What follows belongs to an exercise in optimizing a design on an open flow for small area, a short achievable clock period and few clock cycles per item; a production flow would make more cautious choices.
Only simulation tests tie the RTL to the original design; equivalence was not proved.
Power figures rest on the tool's default switching activity, not on a simulated workload.

==> flow/design.v, too long to show whole: its modules and the start of the top module <==
// module perceptron_sigmoid: 8 lines
// module mlp_s1: 651 lines
// module mlp_s2: 145 lines
// module mlp_l2: 186 lines
// module mlp_neuron: 20 lines
// module mlp_fa: 10 lines
// module MLP_RTL_IP_v1_0: 190 lines
module MLP_RTL_IP_v1_0 (
    ACLK,
    ARESETN,
    S_AXIS_TREADY,
    S_AXIS_TDATA,
    S_AXIS_TLAST,
    S_AXIS_TVALID,
    M_AXIS_TVALID,
    M_AXIS_TDATA,
    M_AXIS_TLAST,
    M_AXIS_TREADY
);
  // ...
==> flow/perceptron_sigmoid.mem <==
0c
0c
0c
0c
0d
0d
0d
0e
0e
0e
0f
0f
0f
10
10
10
11
11
12
12
12
13
13
14
14
15
15
15
16
16
17
17
18
18
19
1a
1a
1b
1b
1c
1c
1d
1e
1e
1f
20
20
21
22
22
23
24
24
25
26
27
27
28
29
2a
2b
2c
2c
2d
2e
2f
30
31
32
33
34
35
36
37
38
39
3a
3b
3c
3d
3e
3f
40
42
43
44
45
46
48
49
4a
4b
4c
4e
4f
50
52
53
54
56
57
58
5a
5b
5c
5e
5f
61
62
63
65
66
68
69
6b
6c
6e
6f
71
72
74
75
77
78
7a
7b
7d
7e
80
81
82
84
85
87
88
8a
8b
8d
8e
90
91
93
94
96
97
99
9a
9c
9d
9e
a0
a1
a3
a4
a5
a7
a8
a9
ab
ac
ad
af
b0
b1
b3
b4
b5
b6
b7
b9
ba
bb
bc
bd
bf
c0
c1
c2
c3
c4
c5
c6
c7
c8
c9
ca
cb
cc
cd
ce
cf
d0
d1
d2
d3
d3
d4
d5
d6
d7
d8
d8
d9
da
db
db
dc
dd
dd
de
df
df
e0
e1
e1
e2
e3
e3
e4
e4
e5
e5
e6
e7
e7
e8
e8
e9
e9
ea
ea
ea
eb
eb
ec
ec
ed
ed
ed
ee
ee
ef
ef
ef
f0
f0
f0
f1
f1
f1
f2
f2
f2
f3
f3
f3
==> flow/run.sh <==
#!/bin/bash
# synth_recipe.tcl (not shown) runs the flow's synth.tcl, then flattens the netlist and writes it again
# the make line also repeats each setting of config.mk as NAME=value (left out here)
make -C /OpenROAD-flow-scripts/flow DESIGN_CONFIG=/design/flow/config.mk WORK_HOME=/design/flow/orfs CLKGATE_MAP_FILE= SYNTH_SCRIPT=/design/flow/synth_recipe.tcl finish
==> flow/config.mk <==
export PLATFORM = sky130hd
export DESIGN_NAME = MLP_RTL_IP_v1_0
export DESIGN_NICKNAME = MLP_RTL_IP_v1_0
export VERILOG_FILES = /design/flow/design.v
export SDC_FILE = /design/flow/constraint.sdc
export NUM_CORES = 4
export LEC_CHECK = 0
export CAP_MARGIN = 20
export CORE_MARGIN = 2
export CORE_UTILIZATION = 40
export CTS_BUF_LIST = sky130_fd_sc_hd__clkbuf_16
export CTS_CLUSTER_DIAMETER = 80
export CTS_CLUSTER_SIZE = 30
export SETUP_SLACK_MARGIN = 3.2
export SLEW_MARGIN = 20
export SYNTH_HIERARCHICAL = 1
export SYNTH_MINIMUM_KEEP_SIZE = 0
==> flow/constraint.sdc <==
create_clock -name core_clock -period 6.0 [get_ports {ACLK}]
set_input_delay 1.2000 -clock core_clock [delete_from_list [all_inputs] [get_ports {ACLK}]]
set_output_delay 1.2000 -clock core_clock [all_outputs]
set_load 0.01 [all_outputs]
==> notes.md, run 1 <==
outcome=complete, no violations; multi-input combinational area share=between 50% and 60%; multi-input logic area=approximately 20000 um2; unrepaired setup endpoints after global routing=yes; clock slew at the register clock pins of the worst setup and hold paths=between 0.1 and 0.15 ns; Buf+Inv Stages, Crit Path=1; final layout net count=approximately 3500; top area cells in the synthesized netlist=sky130_fd_sc_hd__fa_1 (34%), sky130_fd_sc_hd__dfxtp_1 (28%), sky130_fd_sc_hd__nor2_1 (6.3%), sky130_fd_sc_hd__buf_4 (5.6%), sky130_fd_sc_hd__edfxtp_1 (4.5%); Resized Gates After CTS=~130; most frequent cells in the layout=sky130_fd_sc_hd__fa_1 (556), sky130_fd_sc_hd__nor2_1 (550), sky130_fd_sc_hd__dfxtp_1 (365); R2R setup slack=2.96 ns; Port Buffer Count=46; nonclk inv count=34; Worst Setup Path Type=flip-flop to flip-flop; non-filler instance count after layout=between 3000 and 4000; count of hold-fix buffers inserted at cts=0; flop and latch count out of synthesis=between 500 and 600; DIE WIDTH=293.1 um; Comb power frac=a little under a quarter; total instance count after detailed placement=~3700; half-perimeter wire length after placement=between 50000 and 60000 um; Post-synth EDFFs=50; biggest fanout along the worst timing path=5; hold wc startpoint=rb1[0]; nature of the critical path startpoint=flip-flop; DRT antenna net count=0; Clock H-tree levels=1; kind of capture point of the worst setup path=flip-flop; clock buffer depth=3; setup-violating endpoint count in the final report=0; Cell Area, Placed=around 33000 um2; proportion of synthesized area in mux cells=less than 1%; I/O Pins=72; netlist area before placement=between 30000 and 40000 um2; Initial Utilization=around 40%; P_int=6319 uW; number of buffers other than clock buffers in the final layout=135; most common cell after layout, fill and taps aside=sky130_fd_sc_hd__fa_1; maximum number of pins on one net before global-route repair=70; via count of the first global-routing pass=between 20000 and 25000; final setup TNS=0 ns
Testbench counts, summed over its fixed seeds: cycles 2,152, items 1,024.
==> inputs of run 2 (changes only) <==
--- a/flow/config.mk
+++ b/flow/config.mk
@@ -12,5 +12,5 @@
 export CTS_CLUSTER_DIAMETER = 80
 export CTS_CLUSTER_SIZE = 30
-export SETUP_SLACK_MARGIN = 3.2
+export SETUP_SLACK_MARGIN = 3.0
 export SLEW_MARGIN = 20
 export SYNTH_HIERARCHICAL = 1
==> notes.md, run 2 <==
global-route usage over all layers=18.25% (was 18.28%); flop and latch count out of synthesis=518 (unchanged); biggest fanout along the worst timing path=5 (unchanged); Final Hold Vio Count=0 (unchanged); actual slew at the worst max-slew pin=0.8861 ns (was 0.9889 ns); die outline height=293.1 um (unchanged); Max IR drop VDD=334.4 uV (was 431.4 uV); hold wc startpoint=rb1[20] (was rb1[0]); count leader, synth=sky130_fd_sc_hd__fa_1 (unchanged); share of cells above drive strength 1=8.343% (was 13.85%); netlist area before placement=33440 um2 (unchanged); FP Rows=106 (unchanged); kind of capture point of the worst setup path=flip-flop (unchanged); violation count after the first detailed-route iteration=1480 (was 1910); Post-synth EDFFs=50 (unchanged); Worst Setup Path Type=flip-flop to flip-flop (unchanged); clock slew at the register clock pins of the worst setup and hold paths=0.11 ns (about the same); critical path data arrival time=3.35 ns (was 3.39 ns); nature of the critical path startpoint=flip-flop (unchanged); last weighted congestion value of the routability-driven placer=0.8804 (was 0.8904); destination of the worst hold path=ra1[20] (was ra1[0]); complex-gate fraction of the synthesized area=5.460% (unchanged); highest achievable clock rate=337.0 MHz (was 329.0 MHz); initial antenna violation count=5 (was 7); final period utilization=49.45% (was 50.65%); main flop type after synthesis=sky130_fd_sc_hd__dfxtp_1 (unchanged); drt first pass iters=5 (was 6); Clock Latency Late Sink=0.62 ns (was 0.63 ns); main combinational cell family by area after synthesis=adder cells (unchanged); top area cells in the synthesized netlist=sky130_fd_sc_hd__fa_1 (34%), sky130_fd_sc_hd__dfxtp_1 (28%), sky130_fd_sc_hd__nor2_1 (6.3%), sky130_fd_sc_hd__buf_4 (5.6%), sky130_fd_sc_hd__edfxtp_1 (4.5%) (unchanged); number of cells traversed by the worst register-to-register path=9 (was 10); non-filler instance count after layout=3790 (was 3870); CTS tree=yes (unchanged); Top Registers=n1.r1 x62, n2.r1 x62, xr x32 (unchanged); first-pass GRT wire length=120800 um (about the same); half-perimeter wire length after placement=56720 um (was 56760 um); cell taking the most area after synthesis=sky130_fd_sc_hd__fa_1 (unchanged); clock buffer depth=3 (unchanged); power per standard cell area=282.0 nW/um2 (was 278.9 nW/um2); maximum number of pins on one net before global-route repair=70 (unchanged); final layout net count=3387 (was 3465); Clock H-tree levels=1 (unchanged); Synth top cells by count=sky130_fd_sc_hd__fa_1 (562), sky130_fd_sc_hd__nor2_1 (561), sky130_fd_sc_hd__dfxtp_1 (468) (unchanged); total overflow reported by the global router=0 (unchanged); Relative slew margins=40.85% (was 33.86%); Design Power=9577 uW (was 9808 uW); Unique masters post-synth=78 (unchanged); cts bufs inserted=28 (was 29); Clock Sink Count=518 (unchanged); area share of fa/ha/maj cells after synthesis=37.35% (unchanged); reg-to-reg critical path endpoint=yo[6] (unchanged); residual DRC count=0 (unchanged); Core Box Area=83160 um2 (unchanged); timing startpoint of the critical path=pc[4] (was ls[4]); overall die area=85920 um2 (unchanged); Detailed Route WL=75720 um (was 78950 um); reg-to-reg critical path startpoint=pc[4] (was ls[4]); setup-violating endpoint count in the final report=0 (unchanged); most frequent cells in the layout=sky130_fd_sc_hd__fa_1 (561), sky130_fd_sc_hd__nor2_1 (559), sky130_fd_sc_hd__dfxtp_1 (423) (was sky130_fd_sc_hd__fa_1 (556), sky130_fd_sc_hd__nor2_1 (550), sky130_fd_sc_hd__dfxtp_1 (365)); number of vias per cell=5.079 (was 5.087); required time reported for the critical path endpoint=6.38 ns (was 6.35 ns); R2R setup slack=3.03 ns (was 2.96 ns); Cells after Synth=3021 (unchanged); total number of yosys warnings=9 (unchanged); via count of the first global-routing pass=20390 (was 20357); Port Buffer Count=46 (unchanged); XOR/XNOR share of the synthesized area=1.512% (unchanged); PnR worst setup slack=3.033 ns (was 2.961 ns); most common cell after layout, fill and taps aside=sky130_fd_sc_hd__fa_1 (unchanged); detail-routed net length per standard cell=19.98 um (was 20.40 um); proportion of synthesized area in mux cells=0.8757% (unchanged); total instance count after detailed placement=3734 (unchanged); top-area cell type share of the netlist area=33.65% (unchanged); final setup TNS=0 ns (unchanged); Leak=0.01630 uW (was 0.01683 uW); Initial Utilization=40.21% (unchanged); number of max-slew violations in the final report=0 (unchanged); Avg Inst Size Synth=11.07 um2 (unchanged); outcome=complete, no violations (unchanged); share of synthesized area occupied by flip-flops and latches=32.51% (unchanged); simple-gate area share of the yosys netlist=13.49% (unchanged); DRT antenna net count=0 (unchanged); unrepaired setup endpoints after global routing=yes (unchanged); Fillers=7766 (was 7682); worst setup slack after placement=1.936 ns (was 2.078 ns); DIE WIDTH=293.1 um (unchanged); setup skew after layout=0.03732 ns (was 0.03552 ns); count of hold-fix buffers inserted at cts=0 (unchanged); Hold Path Class=flip-flop to flip-flop (unchanged); vias after detailed routing=19248 (was 19688); count of max-cap constraint violations=0 (unchanged); Min Clock Period, post-route=2.967 ns (was 3.039 ns); Clock Root Buffer=sky130_fd_sc_hd__clkbuf_16 (unchanged); number of cells on the worst hold path=0 (unchanged); I/O Pins=72 (unchanged); share of async-settable or async-resettable flops after synthesis=0% (unchanged); Area Growth Syn to Fin=1.549% (was 5.168%)
-- run 2: repair_timing --
item | 4_1_cts | 5_1_grt
endpoints found under the hold margin | 0 | 0
resized for setup | 37 | 38
pin swaps | 1 | 8
cloned | 1 | 1
endpoints found under the setup margin | 113 | 54
setup buffers | 2 | 1
-- run 2: cell families after synthesis --
family / Yosys count
and+or+nand+nor: 1004
adders and majority gates: 661
DFF: 518
buffers and inverters: 478
AOI/OAI and AO/OA: 286
xor gates and xnor gates: 48
muxes: 25
other: 1
-- run 2: worst max-delay path by stage --
stage / end / slack, ns
4_1_cts: b3[1] / 2.88
3_3_place_gp: cnt[2] / 1.96
2_1_floorplan: cnt[2] / 3.00
3_5_place_dp: cnt[2] / 1.94
6_report: yo[6] / 3.03
5_1_grt: yo[6] / 2.96
-- run 2: final cells by class --
class                      instances  area, um2  share of cell area, %
sequential                       518      10950                  32.25
inverter                          34      131.4                 0.3869
clock buffer                      29      725.7                  2.137
timing repair inverter             1      5.005                0.01474
antenna                            1      2.502               0.007370
tap                             1080       1351                  3.980
timing repair buffer              57      568.0                  1.673
clock inverter                    21      349.1                  1.028
multi-input combinational       2049      19870                  58.53
-- run 2: layer usage --
metal / global-route usage [%] / vias up / wire length [um]
met1: 25.24 / 9781 / 32600
met2: 29.23 / 700 / 34860
met4: 5.391 / 8 / 2533
li1: - / 8654 / -
met3: 3.457 / 105 / 5682
met5: 0 / - / 45
-- run 2: metrics by stage --
stage	area (um2)	hold slack, ns	util (%)
6_report	33950	0.3010	40.83
5_1_grt	33950	0.3066	40.83
4_1_cts	33790	0.3052	40.64
3_5_place_dp	32610	0.3121	39.22
3_3_place_gp	32610	0.3098	39.22
2_1_floorplan	33560	0.3096	-
-- run 2: per-module statistics from Yosys, one instance, submodules excluded --
module	times used	cells	flip-flops and latches	area, um2
MLP_RTL_IP_v1_0	1	974	330	11340
mlp_fa	546	1	0	20.02
perceptron_sigmoid	1	281	0	1757
mlp_neuron	2	129	94	2137
mlp_s1	2	383	0	1770
mlp_s2	2	46	0	427.9
mlp_l2	1	104	0	740.7
-- run 2: power breakdown --
| group | switching, uW | leakage, uW | internal (uW) |
|---|---|---|---|
| clock | 1300 | 0.000519 | 1100 |
| combinational | 1210 | 0.0115 | 891 |
| sequential | 838 | 0.00430 | 4230 |
| total | 3350 | 0.0163 | 6220 |
-- run 2: worst max-delay path, stage by stage, from the launching register on --
cell and delay [ns]:
sky130_fd_sc_hd__dfxtp_1 0.33, sky130_fd_sc_hd__fa_1 0.57, sky130_fd_sc_hd__ha_4 0.21, sky130_fd_sc_hd__a211oi_2 0.22
sky130_fd_sc_hd__nor2_2 0.09, sky130_fd_sc_hd__o31ai_4 0.37, sky130_fd_sc_hd__a21oi_2 0.11, sky130_fd_sc_hd__or3_4 0.46
sky130_fd_sc_hd__xor2_4 0.19, sky130_fd_sc_hd__o21a_1 0.18

==> separate check: timing with driven ports <==
Ports are ideal in the flow. The routed layouts listed here were re-timed in OpenROAD. Step 1 (the two cells are an assumption about what drives the block):
set clk [get_ports {ACLK}]
set_driving_cell -lib_cell sky130_fd_sc_hd__clkbuf_16 $clk
set_driving_cell -lib_cell sky130_fd_sc_hd__buf_2 [delete_from_list [all_inputs] $clk]
Step 2, shift: input delay + t, output delay - t, t = (earliest + latest rising clock arrival at the registers) / 2. This alone moves slack from input paths to output paths. a / b / c = ideal ports / drivers / drivers and shift; a / b = the first two.
| run | t (ns) | slack for setup (ns) | hold slack, ns | worst setup path at the end | clock arrival spread, ns |
|---|---|---|---|---|---|
| run 1 | 0.665 | 2.961 / 2.961 / 2.632 | 0.305 / 0.305 / 0.305 | input to register | 0.049 / 0.049 |
| run 2 | 0.657 | 3.033 / 3.033 / 2.523 | 0.301 / 0.301 / 0.301 | input to register | 0.037 / 0.037 |
After both steps setup and hold are still met in every run listed. The setup slack of run 2, which loses most, moves by 0.000 ns with the drivers and by -0.510 ns with both steps.
